From an optimization exercise on the open Yosys and OpenROAD flow, aimed at small area and a short achievable clock period; shortcuts taken in it are not production practice. Function was not checked in any run shown here: the RTL went through the layout flow alone.

==> flow/design.v, too long to show whole: its modules and the start of the top module <==
// module rdy_gate: 3 lines
// module perceptron_ctrl: 31 lines
// module perceptron_dp: 1102 lines
// module booth_enc: 4 lines
// module ao22m: 3 lines
// module ao221m: 3 lines
// module invm: 3 lines
// module oai22m: 3 lines
// module nor2m: 3 lines
// module or2m: 3 lines
// module xor2m: 3 lines
// module xnor2m: 3 lines
// module fa: 4 lines
// module ha: 4 lines
// module perceptron_top: 44 lines
module perceptron_top #(
    parameter WIDTH = 16
  ) (
    input clk,
    input reset,
    input      val_i,
    output     rdy_o,
    output     val_o,
    input      rdy_i,
    input  [1:0] W1W0b_en_i,
    input        b_i,
    input        W0_i,
    input        W1_i,
    input signed [WIDTH-1:0] X0_i,
    input signed [WIDTH-1:0] X1_i,
    output     Y_o
);
  // ...
==> flow/flow/run.sh <==
#!/bin/bash
# The standard layout (standard.sh: unchanged synthesis and steps), with
#  - the port buffers made of a plain buffer cell instead of the delay buffer
#    that buffer_ports picks by default, and
#  - setup repair limited to resizing gates and swapping pins (no buffer
#    insertion or gate cloning).
# ORFS keeps each step's full log under orfs/logs/; make's own output goes to
# make.log here.
set -euo pipefail
bash standard.sh BUFFER_PORTS_ARGS="-buffer_cell sky130_fd_sc_hd__buf_1" \
  SETUP_MOVE_SEQUENCE="unbuffer,sizeup,swap" finish > make.log 2>&1
==> flow/standard.sh <==
#!/bin/bash
# synth_recipe.tcl (not shown) runs the flow's synth.tcl, then flattens the netlist and writes it again
# the make line also repeats each setting of config.mk as NAME=value (left out here)
make -C /OpenROAD-flow-scripts/flow DESIGN_CONFIG=/design/flow/config.mk WORK_HOME=/design/flow/orfs CLKGATE_MAP_FILE= SYNTH_SCRIPT=/design/flow/synth_recipe.tcl "${@:-finish}"
==> flow/config.mk <==
export PLATFORM = sky130hd
export DESIGN_NAME = perceptron_top
export DESIGN_NICKNAME = perceptron_top
export VERILOG_FILES = /design/flow/design.v
export SDC_FILE = /design/flow/constraint.sdc
export NUM_CORES = 4
export LEC_CHECK = 0
export CAP_MARGIN = 20
export CORE_MARGIN = 2
export CORE_UTILIZATION = 55
export CTS_BUF_LIST = sky130_fd_sc_hd__clkbuf_8
export SETUP_SLACK_MARGIN = 4.6
export SLEW_MARGIN = 20
export SYNTH_HIERARCHICAL = 1
export SYNTH_MINIMUM_KEEP_SIZE = 0
==> flow/constraint.sdc <==
create_clock -name core_clock -period 9.0 [get_ports {clk}]
set_input_delay 1.8000 -clock core_clock [delete_from_list [all_inputs] [get_ports {clk}]]
set_output_delay 1.8000 -clock core_clock [all_outputs]
set_load 0.01 [all_outputs]
==> results_dict.tcl, run 1 <==
set metrics [dict create \
    clock_skew_ns 0.0202 \
    synth_top_family_by_area "adder cells" \
    clk_pin_slew_ns 0.11 \
    clock_buffer_count 17 \
    ys.flop_type "dfxtp_1" \
    wl_um 43600 \
    dr.max_layer_used "met4" \
    timing.critical_path.mode_cell "fa_1" \
    outcome "complete, no violations" \
    grt_overflow 0 \
    grt_use_met1 0.489 \
    floorplan.rows 58 \
    hpwl_um 31600 \
    cp.required_ns 9.21 \
    worst_path_max_delay_cell "dfxtp_2" \
    fin_crit_sh 0.477 \
    ios 44 \
    tightest_slew_ns 1.00 \
    grt_use_met2 0.525 \
    multi_input_area_share 0.720 \
    wl_met3_um 3950 \
    ys_warn_count 8 \
    inverters 42 \
    hold-worst-slack_ns 0.492 \
    synth_xor_area_frac 0.183 \
]
==> run 2, diff against run 1 <==
--- a/flow/config.mk
+++ b/flow/config.mk
@@ -11,3 +11,3 @@
 export CTS_BUF_LIST = sky130_fd_sc_hd__clkbuf_8
-export SETUP_SLACK_MARGIN = 4.6
+export SETUP_SLACK_MARGIN = 4.9
 export SLEW_MARGIN = 20
==> run 2 against run 1 <==
Effect of this change:
- core utilization increased by 2.9 points
- clock skew decreased by 0.0022 ns
- wire length increased by 2.1%
- global-route usage increased by 0.20 points
- synthesized cell count unchanged
- via count increased by 0.92%
- synthesized area unchanged
- count of clock-buffer cells in the layout unchanged
- largest cell class unchanged
- highest routed layer unchanged
==> results_dict.tcl, run 2 <==
set metrics [dict create \
    hpwl_um 31600 \
    area_growth_pct 16.1 \
    clk_pin_slew_ns 0.09 \
    max_freq_ghz 0.237 \
    grt_use_total 0.345 \
    htree_levels 4 \
    grt_pass1_vias 11700 \
    dr_wl_met2_um 20400 \
    hold-worst-slack_ns 0.495 \
    floorplan.rows 58 \
    cts_buffer_depth 2 \
    drive_gt1_frac 0.201 \
    cp.depth 4 \
    ys_ff_latch 125 \
    min_path_type "flop to flop" \
    synth_cell_types 44 \
    finalSetupTns_ns 0 \
    critPathKind "input port to primary output" \
    yosysTopAreaCell "fa_1" \
    n_antenna_cell 0 \
    vias_per_cell 6.89 \
    cp_top_family "compound AO/OA/AOI/OAI gates" \
    max_cap_viol_count 0 \
    worst_path_max_delay_cell "a2111oi_4" \
    cts.sinks 125 \
    layout_commonest_cell "xor2_1" \
    async_reset_ff_frac 0 \
    drt-pass1-iter-count 6 \
    antenna_found_initial 1 \
    cp-start-kind "input port" \
    ys_warn_count 8 \
    cts_tree "done" \
    crit_buf_inv 3 \
    via_count 11600 \
    crit_fanout 3 \
    yosysMostFrequentCell "xor2_1" \
    hold_violations 0 \
    numPortBuffers 43 \
    grt_max_degree 50 \
    gp_congestion 0.998 \
    drt-met1-wl_um 18500 \
    slew_viol_final 0 \
    cpPeakStageDelay_ns 0.32 \
    outcome "complete, no violations" \
    synth_area_leaders "fa_1, xor2_1, dfxtp_1" \
    cp.required_ns 7.20 \
    wl_met3_um 3830 \
    finalSetupViolations 0 \
    worstSkewPairLatency_ns 0.48 \
    drtAntennaViolNets 0 \
    dr.max_layer_used "met4" \
    synth_top_area_frac 0.339 \
    grt_pass1_wl_um 69600 \
    syn-cell-area_um2 14200 \
    synth_edf_count 27 \
    synth_common_cells "xor2_1, o22ai_1, fa_1, dfxtp_1, a22o_1" \
    whs_path_depth 1 \
    tightest_slew_ns 1.04 \
    cp.arrival_ns 2.41 \
    fin_ws_ns 4.79 \
    min_period_ns 4.21 \
    yosysSeqAreaShare 0.195 \
    cts_root_buffer "clkbuf_8" \
    fin_util 0.652 \
    crit_chain "buf_8, inv_4, a2111oi_4, buf_2" \
    fin_crit_sh 0.468 \
    grt_overflow 0 \
    timing.slew.headroom 0.308 \
    ys.flop_type "dfxtp_1" \
    clock_skew_ns 0.0181 \
    reg2reg_depth 9 \
    cts_setup_buffers 0 \
    end_kind "primary output" \
    dieHeight_um 165 \
    dieWidth_um 165 \
    final_cell_mix "xor2_1, o22ai_1, fa_1" \
    drtIter0Drc 1465 \
    ios 44 \
    largest_reg_flops 27 \
    nNetsFinal 1639 \
    syn_avg_cell_area_um2 11.4 \
    core-area_um2 25300 \
    drc 0 \
    wl_um 44500 \
    cts_hold_buffers 0 \
    dieArea_um2 27100 \
    cts_made_buffers 17 \
    start_util 0.562 \
    regMostFlops "dp.cs" \
    wl_per_cell_um 26.5 \
    rsz0062_at_grt "true" \
    pre_cts_ws_ns 4.13 \
    synthesis.instances 1241 \
]
==> run 2: changes by cell type in the layout (fill, tap and decap cells not counted), moves of 13 or more <==
cell / change
o22ai_1: -33
fa_1: -51
dfxtp_4: +13
fa_2: +51
o22ai_2: +27
==> run 2: final timing paths <==
path,startpoint,slack (ns),end
max reg2reg,dp.onen0[2],4.82,dp.cs[8]
max,rdy_i,4.79,rdy_o
min,dp.b[15],0.50,dp.b[15]
min reg2reg,dp.b[15],0.50,dp.b[15]
==> run 2: Yosys stat by module, one instance, submodules excluded, a selection <==
module | cells inside | cell area [um2]
xnor2m | 1 | 8.76
ao22m | 1 | 8.76
perceptron_ctrl | 8 | 109
or2m | 1 | 6.26
rdy_gate | 2 | 18.8
perceptron_dp | 244 | 3390
==> run 2: timing repair <==
item / 4_1_cts / 5_1_grt
pin swaps: 11 / 37
endpoints found under the hold margin: 0 / 0
endpoints found under the setup margin: 28 / 20
gates resized for setup: 214 / 93
==> run 2: area by class of cell <==
type	instances	area, um2
Multi-Input combinational cell	1079	11900
Fill cell	2009	8780
Sequential cell	125	3020
Timing Repair Buffer	70	566
Tap cell	330	413
Clock buffer	17	234
Clock inverter	15	193
Inverter	42	160
==> run 2: layer usage <==
layer | up-vias | track usage
li1 | 4861 | -
met4 | 0 | 0.130
met3 | 137 | 0.0620
met2 | 675 | 0.532
met1 | 5886 | 0.489
met5 | - | 0
==> run 2: kinds of logic (layout without fill, tap and decap cells) <==
family,Yosys count,after routing,share of synthesized area
muxes,1,1,0.000706
buffers and inverters,42,144,0.0111
and+or+nand+nor,84,84,0.0329
xor gates and xnor gates,297,297,0.183
other,1,6,0.000264
AOI/OAI and AO/OA,425,425,0.215
DFF,125,125,0.195
adders and majority gates,266,266,0.361
==> run 2: through the flow <==
stage	std cells	instance area [um2]
after floorplan	1246	14200
after global placement	1646	15000
after detailed placement	1646	15000
after CTS	1678	16000
after global routing	1678	16500
final	1678	16500

[afterwards: timing with drivers on the ports]
The flow's constraints put no driver on any port. The routed layouts listed below were extracted and timed again, unchanged, in two steps. Step 1 sets driving cells, clkbuf_16 on the clock port and buf_2 on the other inputs (assumed; they add their load-dependent delay and slew). Step 2 also shifts input and output timing later by t, the mid clock arrival at the registers, as if the neighbouring blocks saw the same clock. Slacks: ideal ports / drivers / drivers and shift; pairs: ideal ports / drivers.
run	t, ns	setup slack, ns	worst setup path after step 2	slew at the worst register clock pin (ns)	pins driven straight from the clock port
run 1	0.516	4.705 / 4.690 / 4.690	input to output	0.11 / 0.11	1
run 2	0.514	4.785 / 4.731 / 4.731	input to output	0.10 / 0.10	1
After both steps every run listed still meets setup and hold. The setup slack of run 2, which loses most, moves by -0.054 ns with the drivers and by -0.054 ns with both steps.
